Source: an optimization exercise on an open RTL-to-GDS flow (aim: small area, a short achievable clock period and few clock cycles per item). Production flows keep margins and buffers that such runs may drop. RTL that was checked went through simulation tests only; none was proved equivalent to the original. Power is estimated from default activity; no workload was simulated.

Design pdcch_top, start of the top module:
module pdcch_top #(parameter
  TOP_CONFIG_BIT_WIDTH=110,
  CONT_CONFIG_BIT_WIDTH=105,
  OP_DATA_WIDTH=8,
  FIFO_DEPTH=16,
  PTR_SIZE=$clog2(FIFO_DEPTH)
)(
  input                             clk,
  input                             reset,
  input  [TOP_CONFIG_BIT_WIDTH-1:0] s_axis_top_config_data,
  input                             s_axis_top_config_valid,
  output                            s_axis_top_config_ready,
  output [OP_DATA_WIDTH-1:0]        m_axis_top_data,
  output                            m_axis_top_valid,
  input                             m_axis_top_ready
);
Size: roughly 130 flip-flops, about 10000 um2 of cells after synthesis.
Settings: LEC_CHECK=0, ABC_CLOCK_PERIOD_IN_PS=2500, CAP_MARGIN=20, CORE_MARGIN=2, CORE_UTILIZATION=40, SETUP_SLACK_MARGIN=5, SLEW_MARGIN=20; clock period 8.5 ns.
standard.sh (not shown) runs the stock make flow with config.mk's settings and CLKGATE_MAP_FILE= SYNTH_SCRIPT=/design/flow/synth_recipe.tcl, a recipe that flattens the netlist after the stock synthesis.
==> flow/flow/run.sh <==
#!/bin/bash
# Standard layout, with the port buffers made of buf_4 cells instead of the
# default choice (a slow delay buffer).
set -euo pipefail
export BUFFER_PORTS_ARGS="-buffer_cell sky130_fd_sc_hd__buf_4"
bash standard.sh > standard_flow.log 2>&1
The first run finished with timing, DRC and antenna clean.
Rerun with:
==> flow/flow/run.sh (replaced) <==
#!/bin/bash
# Standard layout, with the port buffers made of buf_4 cells instead of the
# default choice (a slow delay buffer), and repair_timing aiming at a larger
# setup margin.
set -euo pipefail
export BUFFER_PORTS_ARGS="-buffer_cell sky130_fd_sc_hd__buf_4"
export SETUP_SLACK_MARGIN=6
bash standard.sh > standard_flow.log 2>&1
--- a/flow/config.mk
+++ b/flow/config.mk
@@ -10,4 +10,3 @@
 export CORE_MARGIN = 2
 export CORE_UTILIZATION = 40
-export SETUP_SLACK_MARGIN = 5
 export SLEW_MARGIN = 20
The new run finished with timing, DRC and antenna clean.
Non-clock buffer count goes up by 101.
Routed wire length goes up by 17%.
Power goes up by 14%.
Sequential power goes down by 4.0%.
Via count goes up by 9.3%.
No functional check of the RTL was part of any run of this note.

* * *

Setup of onyx:
Another version of the RTL of pdcch_top (not shown whole).
For scale: about 1100 cells after synthesis, roughly 120 I/O pins.
clock: 8.5 ns
lec_check: 0
abc_clock_period_in_ps: 2500
cap_margin: 20
core_margin: 2
core_utilization: 40
cts_buf_list: sky130_fd_sc_hd__clkbuf_8
cts_cluster_diameter: 80
cts_cluster_size: 30
slew_margin: 20
==> flow/flow/run.sh <==
#!/bin/bash
# Standard layout with two changes: the port buffers are buf_1 (inputs) and
# buf_4 (outputs) instead of the default choice (a slow delay buffer), and
# repair_timing aims at a larger setup margin.
set -euo pipefail
here=$(cd "$(dirname "$0")" && pwd)
export BUFFER_PORTS_ARGS="-inputs -buffer_cell sky130_fd_sc_hd__buf_1"
export PRE_GLOBAL_PLACE_TCL="$here/ports.tcl"
export SETUP_SLACK_MARGIN=5.8
bash standard.sh > standard_flow.log 2>&1
==> flow/flow/ports.tcl <==
# Output ports get buf_4 buffers (they drive the 10 fF port load); the input
# ports are buffered with buf_1 through BUFFER_PORTS_ARGS.
buffer_ports -outputs -buffer_cell sky130_fd_sc_hd__buf_4
onyx completed end to end with timing, DRC and antenna clean.
> inputs changed (onyx -> pepper)
# onyx
export LEC_CHECK = 0
export ABC_CLOCK_PERIOD_IN_PS = 2500
export CAP_MARGIN = 20
export CORE_MARGIN = 2
export CORE_UTILIZATION = 40
export CTS_BUF_LIST = sky130_fd_sc_hd__clkbuf_8
export CTS_CLUSTER_DIAMETER = 80
export CTS_CLUSTER_SIZE = 30
export SLEW_MARGIN = 20
create_clock -name core_clock -period 8.5 [get_ports {clk}]
# pepper
export LEC_CHECK = 0
export ABC_CLOCK_PERIOD_IN_PS = 2500
export CAP_MARGIN = 20
export CORE_MARGIN = 2
export CORE_UTILIZATION = 40
export SLEW_MARGIN = 20
create_clock -name core_clock -period 8.5 [get_ports {clk}]
## What came out
- The flow did not stop early for pepper: all stages ran, and the layout cleared the timing, design-rule and antenna checks.
- Changes observed in pepper relative to onyx: aggregate global routing overflow held; post-route minimum period rose 26 ps; final area up 190 sq um.
Function was not checked in any run of this note: the RTL went through the layout flow alone.

* * *

pdcch_top, a different RTL version from the one above (not shown whole).
Size in the first run: ~1100 cells after synthesis, about 120 I/O pins, roughly 9400 µm² of cells after synthesis.
## pdcch_top
module pdcch_top #(parameter
  TOP_CONFIG_BIT_WIDTH=110,
  CONT_CONFIG_BIT_WIDTH=105,
  OP_DATA_WIDTH=8,
  FIFO_DEPTH=16,
  PTR_SIZE=$clog2(FIFO_DEPTH)
)(
  input                             clk,
  input                             reset,
  input  [TOP_CONFIG_BIT_WIDTH-1:0] s_axis_top_config_data,
  input                             s_axis_top_config_valid,
  output                            s_axis_top_config_ready,
  output [OP_DATA_WIDTH-1:0]        m_axis_top_data,
  output                            m_axis_top_valid,
  input                             m_axis_top_ready
);
Settings: LEC_CHECK=0, ABC_CLOCK_PERIOD_IN_PS=2500, CAP_MARGIN=20, CORE_MARGIN=2, CORE_UTILIZATION=40, CTS_BUF_LIST=sky130_fd_sc_hd__clkbuf_8, CTS_CLUSTER_DIAMETER=80, CTS_CLUSTER_SIZE=30, SLEW_MARGIN=20; clock period 8.5 ns.
Scripts as last shown in full above: flow/flow/run.sh, flow/flow/ports.tcl
Testbench counts at the start, summed over its fixed seeds: cycles 14,881, items 13,663.
Next try:
CORE_UTILIZATION = 65   (was 40)
Worst setup slack loses 40 ps.
Die area goes down by 38%.
Via count went up by 2.6%.
Wire length came out lower by 3.8%.
Clock-buffer cell count is higher by 6.
Power climbs by 4.8%.
Non-clock buffer count decreases by 3.
Design area goes down by 0.85%.
Global-route usage went up by 12 points.
Next try:
--- a/flow/flow/run.sh
+++ b/flow/flow/run.sh
@@ -9 +9 @@
-export SETUP_SLACK_MARGIN=5.8
+export SETUP_SLACK_MARGIN=5.9
CORE_UTILIZATION = 40   (was 65)
Result: The changed run went through all stages and came out clean. Die area grows by 60%. Cell area went up by 3.3%. Setup slack is better by 53 ps. Sequential cell count stays the same. Routed wire length came out higher by 5.2%.
Next try:
--- a/flow/flow/run.sh
+++ b/flow/flow/run.sh
@@ -9 +9 @@
-export SETUP_SLACK_MARGIN=5.9
+export SETUP_SLACK_MARGIN=5.7
Outcome: The changed run completed without violations; clock power came out higher by 17%; clock skew came out higher by 6.3 ps; sequential power stays flat; cell area came out lower by 1.8%; worst setup slack gets worse by 110 ps; wire length came out lower by 0.44%; total power stays flat; via count came out lower by 1.4%.

* * *

Another version of the RTL of pdcch_top (not shown whole).
For scale: ~1,000 cells after synthesis, ~130 flip-flops.
==> flow/config.mk <==
export PLATFORM = sky130hd
export DESIGN_NAME = pdcch_top
export DESIGN_NICKNAME = pdcch_top
export VERILOG_FILES = /design/flow/design.v
export SDC_FILE = /design/flow/constraint.sdc
export NUM_CORES = 4
export LEC_CHECK = 0
export ABC_CLOCK_PERIOD_IN_PS = 2500
export CAP_MARGIN = 20
export CORE_MARGIN = 2
export CORE_UTILIZATION = 40
export CTS_BUF_LIST = sky130_fd_sc_hd__clkbuf_4 sky130_fd_sc_hd__clkbuf_8
export SLEW_MARGIN = 20
==> flow/constraint.sdc <==
create_clock -name core_clock -period 8.5 [get_ports {clk}]
set_input_delay 1.7000 -clock core_clock [delete_from_list [all_inputs] [get_ports {clk}]]
set_output_delay 1.7000 -clock core_clock [all_outputs]
set_load 0.01 [all_outputs]
==> flow/flow/run.sh <==
#!/bin/bash
# Standard layout with two changes: the port buffers are buf_1 (inputs) and
# buf_4 (outputs) instead of the default choice (a slow delay buffer), and
# repair_timing aims at a larger setup margin.
set -euo pipefail
here=$(cd "$(dirname "$0")" && pwd)
export BUFFER_PORTS_ARGS="-inputs -buffer_cell sky130_fd_sc_hd__buf_1"
export PRE_GLOBAL_PLACE_TCL="$here/ports.tcl"
export SETUP_SLACK_MARGIN=5.8
bash standard.sh > standard_flow.log 2>&1
Scripts as last shown in full above: flow/flow/ports.tcl
The first run went through all stages and came out clean.
Testbench counts at the start, summed over its fixed seeds: cycles 14,881, items 13,663.
Change:
Settings changed: CTS_BUF_LIST sky130_fd_sc_hd__clkbuf_4 sky130_fd_sc_hd__clkbuf_8 to sky130_fd_sc_hd__clkbuf_8, CTS_CLUSTER_DIAMETER set to 80, CTS_CLUSTER_SIZE set to 30.
What happened: Flip-flop and latch count stays the same. Global-route usage stays flat. Clock power came out lower by about 4%. First-iteration DRC count came out higher by 2.3%. Worst setup slack gains 0.023 ns.
Change:
Settings changed: CTS_CLUSTER_DIAMETER 80 to unset, CTS_CLUSTER_SIZE 30 to unset, PLACE_DENSITY set to 0.5.
Result: The new run ran to the end with no violations; routed wire length climbs by 3.5%; combinational power fell by about 4%; cell count stays flat; synthesized area does not change; power grows by 1.5%.
Change:
--- a/flow/flow/run.sh
+++ b/flow/flow/run.sh
@@ -9 +9 @@
-export SETUP_SLACK_MARGIN=5.8
+export SETUP_SLACK_MARGIN=5.85
Settings changed: CTS_CLUSTER_DIAMETER set to 80, CTS_CLUSTER_SIZE set to 30, PLACE_DENSITY 0.5 to unset.
The changed run finished with timing, DRC and antenna clean.
Via count came out higher by 1.6%.
First-iteration DRC count went up by 4.4%.
Flip-flop and latch count does not change.
Cell count hardly moves.
Worst setup slack hardly moves.
Cell area came out higher by 0.90%.
Worst hold slack barely changes.
Sequential power stays flat.
Wire length shrinks by 4.0%.
Non-clock buffer count fell by 3.
Power goes up by 3.2%.

* * *

## the previous run
Starting RTL as in the previous note.
## pdcch_top
module pdcch_top #(parameter
  TOP_CONFIG_BIT_WIDTH=110,
  CONT_CONFIG_BIT_WIDTH=105,
  OP_DATA_WIDTH=8,
  FIFO_DEPTH=16,
  PTR_SIZE=$clog2(FIFO_DEPTH)
)(
  input                             clk,
  input                             reset,
  input  [TOP_CONFIG_BIT_WIDTH-1:0] s_axis_top_config_data,
  input                             s_axis_top_config_valid,
  output                            s_axis_top_config_ready,
  output [OP_DATA_WIDTH-1:0]        m_axis_top_data,
  output                            m_axis_top_valid,
  input                             m_axis_top_ready
);
Settings: LEC_CHECK=0, ABC_CLOCK_PERIOD_IN_PS=2500, CAP_MARGIN=20, CORE_MARGIN=2, CORE_UTILIZATION=40, CTS_BUF_LIST=sky130_fd_sc_hd__clkbuf_8, PLACE_DENSITY=0.7, SLEW_MARGIN=20; clock period 8.5 ns.
==> flow/flow/run.sh <==
#!/bin/bash
# Standard layout with two changes: the port buffers are buf_1 (inputs) and
# buf_4 (outputs) instead of the default choice (a slow delay buffer), and
# repair_timing aims at a larger setup margin.
set -euo pipefail
here=$(cd "$(dirname "$0")" && pwd)
export BUFFER_PORTS_ARGS="-inputs -buffer_cell sky130_fd_sc_hd__buf_1"
export PRE_GLOBAL_PLACE_TCL="$here/ports.tcl"
export SETUP_SLACK_MARGIN=5.8
bash standard.sh > standard_flow.log 2>&1
Scripts as last shown in full above: flow/flow/ports.tcl
Testbench counts of the previous run, summed over its fixed seeds: cycles 14,881, items 13,663.
#### Input delta (the current run over the previous run)
# the previous run
export LEC_CHECK = 0
export ABC_CLOCK_PERIOD_IN_PS = 2500
export CAP_MARGIN = 20
export CORE_MARGIN = 2
export CORE_UTILIZATION = 40
export CTS_BUF_LIST = sky130_fd_sc_hd__clkbuf_8
export PLACE_DENSITY = 0.7
export SLEW_MARGIN = 20
create_clock -name core_clock -period 8.5 [get_ports {clk}]
# the current run
export LEC_CHECK = 0
export ABC_CLOCK_PERIOD_IN_PS = 2500
export CAP_MARGIN = 20
export CORE_MARGIN = 2
export CORE_UTILIZATION = 40
export CTS_BUF_LIST = sky130_fd_sc_hd__clkbuf_8
export CTS_CLUSTER_DIAMETER = 80
export CTS_CLUSTER_SIZE = 30
export SLEW_MARGIN = 20
create_clock -name core_clock -period 8.5 [get_ports {clk}]
diff --git a/flow/flow/run.sh b/flow/flow/run.sh
--- a/flow/flow/run.sh
+++ b/flow/flow/run.sh
@@ -8,3 +8,3 @@
 export PRE_GLOBAL_PLACE_TCL="$here/ports.tcl"
-export SETUP_SLACK_MARGIN=5.8
+export SETUP_SLACK_MARGIN=5.9
 bash standard.sh > standard_flow.log 2>&1
==> summary.txt <==
~same latest clock arrival within the worst-skew pair in the previous run and the current run. Diff the previous run -> the current run | placer's final routability congestion estimate | down by a few percent. Between the current run and the previous run, it is the current run whose growth of design area from synthesis to finish is higher, by 1.1 points. Changes observed in the current run relative to the previous run: final-layout non-clock buffer area share ~0 delta; wire length of the first global-routing pass +2.3%. Re total of fill cells in the finished design: the current run is 28 up on the previous run. The current run ran to completion and came out clean on the timing, design-rule and antenna checks. In summary, the previous run completed successfully, with a layout that passed the timing, design-rule and antenna checks. Re final core area utilization: the previous run was lower than the current run. Compared with the previous run, the detailed router inserted fewer vias in the current run.

-- re-timing with driven ports --
Ports are ideal in the flow. The routed layouts listed here were re-timed in OpenROAD. Step 1: set_driving_cell puts a clkbuf_16 on clk and a buf_2 on each other input, an assumption about the parent block. Step 2 times the ports against the registers' clock, not the clock port: input delays grow and output delays shrink by t, the midpoint of the rising clock arrivals with the driver on. Slacks: ideal / step 1 / step 2; pairs: ideal / step 1.
run	shift t [ns]	slack for setup (ns)	worst register clock-pin slew, ns	worst slew at a driven data input, ns
the first run of note 1	0.473	5.185 / 5.209 / 4.737	0.07 / 0.07	0.06
the second run of note 1	0.473	5.626 / 5.619 / 5.146	0.07 / 0.07	0.07
onyx	0.484	5.834 / 5.839 / 5.355	0.09 / 0.09	0.05
pepper	0.470	5.808 / 5.820 / 5.350	0.07 / 0.07	0.05
the first run of note 3	0.491	5.846 / 5.834 / 5.389	0.08 / 0.08	0.04
the second run of note 3	0.512	5.805 / 5.805 / 5.406	0.08 / 0.08	0.04
the third run of note 3	0.494	5.859 / 5.859 / 5.524	0.08 / 0.08	0.05
the fourth run of note 3	0.497	5.746 / 5.746 / 5.327	0.09 / 0.09	0.04
the first run of note 4	0.497	5.881 / 5.856 / 5.477	0.08 / 0.08	0.04
the second run of note 4	0.491	5.904 / 5.862 / 5.473	0.08 / 0.08	0.04
the third run of note 4	0.492	5.883 / 5.848 / 5.516	0.09 / 0.09	0.04
the fourth run of note 4	0.498	5.882 / 5.855 / 5.517	0.08 / 0.08	0.04
the previous run	0.499	5.862 / 5.843 / 5.528	0.09 / 0.09	0.04
the current run	0.494	5.906 / 5.863 / 5.507	0.08 / 0.08	0.03
After both steps setup and hold are still met in every run listed. For the second run of note 1, which loses most, drivers alone change the setup slack by -0.007 ns; drivers and shift together by -0.480 ns.
